What follows belongs to an exercise in optimizing a design on an open flow for small area; a production flow would make more cautious choices.
Only simulation tests tie the RTL to the original design; equivalence was not proved.

==> flow/design.v (excerpt) <==
module simon_pipeline(
    input  [31:0] plaintext,
    input  [63:0] keytext,
    input         clk, rst,
    output reg [31:0] ciphertext
);
clock: 5.0 ns
lec_check: 0
cap_margin: 5
core_margin: 2
core_utilization: 70
place_density: 0.85
slew_margin: 5
standard.sh (not shown) runs the stock make flow with config.mk's settings and CLKGATE_MAP_FILE= SYNTH_SCRIPT=/design/flow/synth_recipe.tcl, a recipe that flattens the netlist after the stock synthesis.
==> flow/flow/run.sh <==
#!/bin/bash
# Standard ORFS layout with two changes: ports are buffered with buf_1, and
# CTS builds its tree without dummy balancing loads.
set -euo pipefail
export BUFFER_PORTS_ARGS="-buffer_cell sky130_fd_sc_hd__buf_1"
export CTS_ARGS="-sink_clustering_enable -repair_clock_nets -dont_use_dummy_load -buf_list sky130_fd_sc_hd__clkbuf_8 -sink_clustering_size 18 -sink_clustering_max_diameter 60"
bash standard.sh finish > standard_finish.log 2>&1
Then changed:
--- a/flow/flow/run.sh
+++ b/flow/flow/run.sh
@@ -6 +6 @@
-export CTS_ARGS="-sink_clustering_enable -repair_clock_nets -dont_use_dummy_load -buf_list sky130_fd_sc_hd__clkbuf_8 -sink_clustering_size 18 -sink_clustering_max_diameter 60"
+export CTS_ARGS="-sink_clustering_enable -repair_clock_nets -dont_use_dummy_load -buf_list sky130_fd_sc_hd__clkbuf_8 -sink_clustering_size 19 -sink_clustering_max_diameter 60"
=>
- The changed run completed without violations
- critical path depth stays the same
- synthesized area is unchanged
- fmax shrinks by about 0.5%
- via count hardly moves

== xenon ==
simon_pipeline, a different RTL version from the one above (not shown whole).
Size in the first run: ~4000 cells after synthesis, about 130 I/O pins.
Settings: LEC_CHECK=0, ABC_AREA=1, CAP_MARGIN=20, CORE_MARGIN=2, CORE_UTILIZATION=40, PLACE_DENSITY=0.6, SLEW_MARGIN=20; clock period 5.0 ns.
run.sh (not shown) runs the stock make flow with config.mk's settings and CLKGATE_MAP_FILE= SYNTH_SCRIPT=/design/flow/synth_recipe.tcl, a recipe that flattens the netlist after the stock synthesis.
Stock flow here: none of the scripts above is used.
Changes in amber relative to xenon:
- ABC_AREA: 1 -> unset
- CTS_CLUSTER_DIAMETER: unset -> 40
- CTS_BUF_LIST: unset -> sky130_fd_sc_hd__clkbuf_8
- CTS_CLUSTER_SIZE: unset -> 14
## What came out
Summary of amber over xenon: mux share of post-synthesis cell area increased by 1.0 points relative to the old numbers; synthesized-area fraction occupied by adder cells closely matched the old numbers.
Delta (amber minus xenon): fraction of layout cells with a size suffix above 1 rose by 2.7 points, HPWL after detailed placement climbed 4.2%, smallest setup slack after layout now sits lower, final cell count saw a decrease.
Total standard cell area after synthesis in amber is 0.50% below xenon.
[amber] overall track demand over capacity in global routing rose 0.47 points relative to xenon
When amber is set beside xenon, its xor/xnor share of the synthesized area turns out to be 0.23 points larger.
amber and xenon ended up with roughly the same complex-gate fraction of the synthesized area.
diff inputs: amber => tundra
- CTS_CLUSTER_SIZE no longer set, was 14
- CTS_CLUSTER_DIAMETER no longer set, was 40
- CTS_BUF_LIST no longer set, was sky130_fd_sc_hd__clkbuf_8
==> flow/flow/run.sh (new file) <==
#!/bin/bash
# Standard ORFS layout with two changes: ports are buffered with buf_1, and
# CTS builds its tree without dummy balancing loads from clkbuf cells.
set -euo pipefail
export BUFFER_PORTS_ARGS="-buffer_cell sky130_fd_sc_hd__buf_1"
export CTS_ARGS="-sink_clustering_enable -repair_clock_nets -dont_use_dummy_load -buf_list sky130_fd_sc_hd__clkbuf_16 -sink_clustering_size 30 -sink_clustering_max_diameter 80"
bash standard.sh finish > standard_finish.log 2>&1
==> flow/standard.sh (new file) <==
#!/bin/bash
# synth_recipe.tcl (not shown) runs the flow's synth.tcl, then flattens the netlist and writes it again
# the make line also repeats each setting of config.mk as NAME=value (left out here)
make -C /OpenROAD-flow-scripts/flow DESIGN_CONFIG=/design/flow/config.mk WORK_HOME=/design/flow/orfs CLKGATE_MAP_FILE= SYNTH_SCRIPT=/design/flow/synth_recipe.tcl "${@:-finish}"
removed: flow/run.sh
### Flow results
tundra | stages: all done | timing, DRC, antenna: all pass
tundra against amber: least setup slack across all paths after layout decreased 0.093 ns.
amber reports its end point of the critical path as key_generate.k[0][9]$_DFFE_PP_ while tundra reports key_generate.k[21][11]$_DFFE_PP_.
Diff amber..tundra | count of final max-slew check failures | unchanged
tundra — sequential share of layout area 3.6 points higher, amber as reference
Summary of tundra over amber: share of final layout cell area taken by clock buffers and inverters decreased 4.2 points, worst hold slack decreased 0.032 ns, count of non-filler cells in the finished layout decreased 4.7%, detailed-route wire length on metal 1 decreased 2.4%.
--- input diff tundra..ember ---
==> flow/run.sh (new file) <==
#!/bin/bash
# synth_recipe.tcl (not shown) runs the flow's synth.tcl, then flattens the netlist and writes it again
# the make line also repeats each setting of config.mk as NAME=value (left out here)
make -C /OpenROAD-flow-scripts/flow DESIGN_CONFIG=/design/flow/config.mk WORK_HOME=/design/flow/orfs CLKGATE_MAP_FILE= SYNTH_SCRIPT=/design/flow/synth_recipe.tcl finish
removed: flow/flow/run.sh
removed: flow/standard.sh
==> notes.md <==
- Taking tundra as the reference point, the met1 track demand over resource in global routing of ember rises by 0.57 points.
- Taking tundra as the reference point, the number of global-route vias before repair of ember rises by about 4%.
Edits applied to the flow inputs when going from ember to pepper:
- CTS_BUF_LIST newly set to sky130_fd_sc_hd__clkbuf_16
- CTS_CLUSTER_DIAMETER newly set to 60
- CTS_CLUSTER_SIZE newly set to 30
Findings:
- Across both runs, worst hold slack was higher for pepper than for ember.
- Looking at pepper and ember, the worst max-slew margin expressed relative to the limit is a wash.
- Reported for pepper and ember, synthesized cell count turned out identical to the last digit.
- pepper and ember ended up with nearly the same transition time at the pin with the least slew margin.
- Changes observed in pepper relative to ember: clock-pin transition on the worst setup and hold timing paths higher.
- Re buffers plus inverters on the worst setup path: no difference whatsoever between pepper and ember.
- In the tables for pepper and ember, synthesis-to-finish area growth reads lower with pepper.
- Diff ember -> pepper | non-filler instance count after layout | down slightly

-- re-timing with driven ports --
The results above use ideal ports. As a check the final layouts listed here were re-extracted and re-timed, cells and wires unchanged.
Step 1 (the two cells are an assumption about what drives the block):
set clk [get_ports {clk}]
set_driving_cell -lib_cell sky130_fd_sc_hd__clkbuf_16 $clk
set_driving_cell -lib_cell sky130_fd_sc_hd__buf_2 [delete_from_list [all_inputs] $clk]
Step 2 adds t to the input delays and takes it off the output delays; t is the mean of the earliest and latest rising clock arrival at the registers after step 1. Input paths then give back, and output paths get back, about the clock's delay inside the block.
a / b / c = ideal / step 1 / step 2; a / b = the first two.
| run | t (ns) | setup slack, ns | worst setup path at the end | latest minus earliest clock arrival (ns) |
|---|---|---|---|---|
| the first run of note 1 | 0.770 | 2.616 / 2.616 / 2.616 | register to register | 0.061 / 0.061 |
| the second run of note 1 | 0.771 | 2.605 / 2.605 / 2.605 | register to register | 0.075 / 0.076 |
| xenon | 0.828 | 2.044 / 2.058 / 1.231 | input to register | 0.036 / 0.035 |
| amber | 0.939 | 2.014 / 2.014 / 1.681 | input to register | 0.075 / 0.075 |
| tundra | 0.739 | 1.921 / 1.921 / 1.921 | register to register | 0.086 / 0.086 |
| ember | 0.834 | 2.011 / 2.011 / 1.700 | input to register | 0.052 / 0.052 |
| pepper | 0.803 | 2.042 / 2.042 / 1.734 | input to register | 0.084 / 0.084 |
After both steps every run listed still meets setup and hold. The setup slack of xenon, which loses most, moves by +0.014 ns with the drivers and by -0.813 ns with both steps.
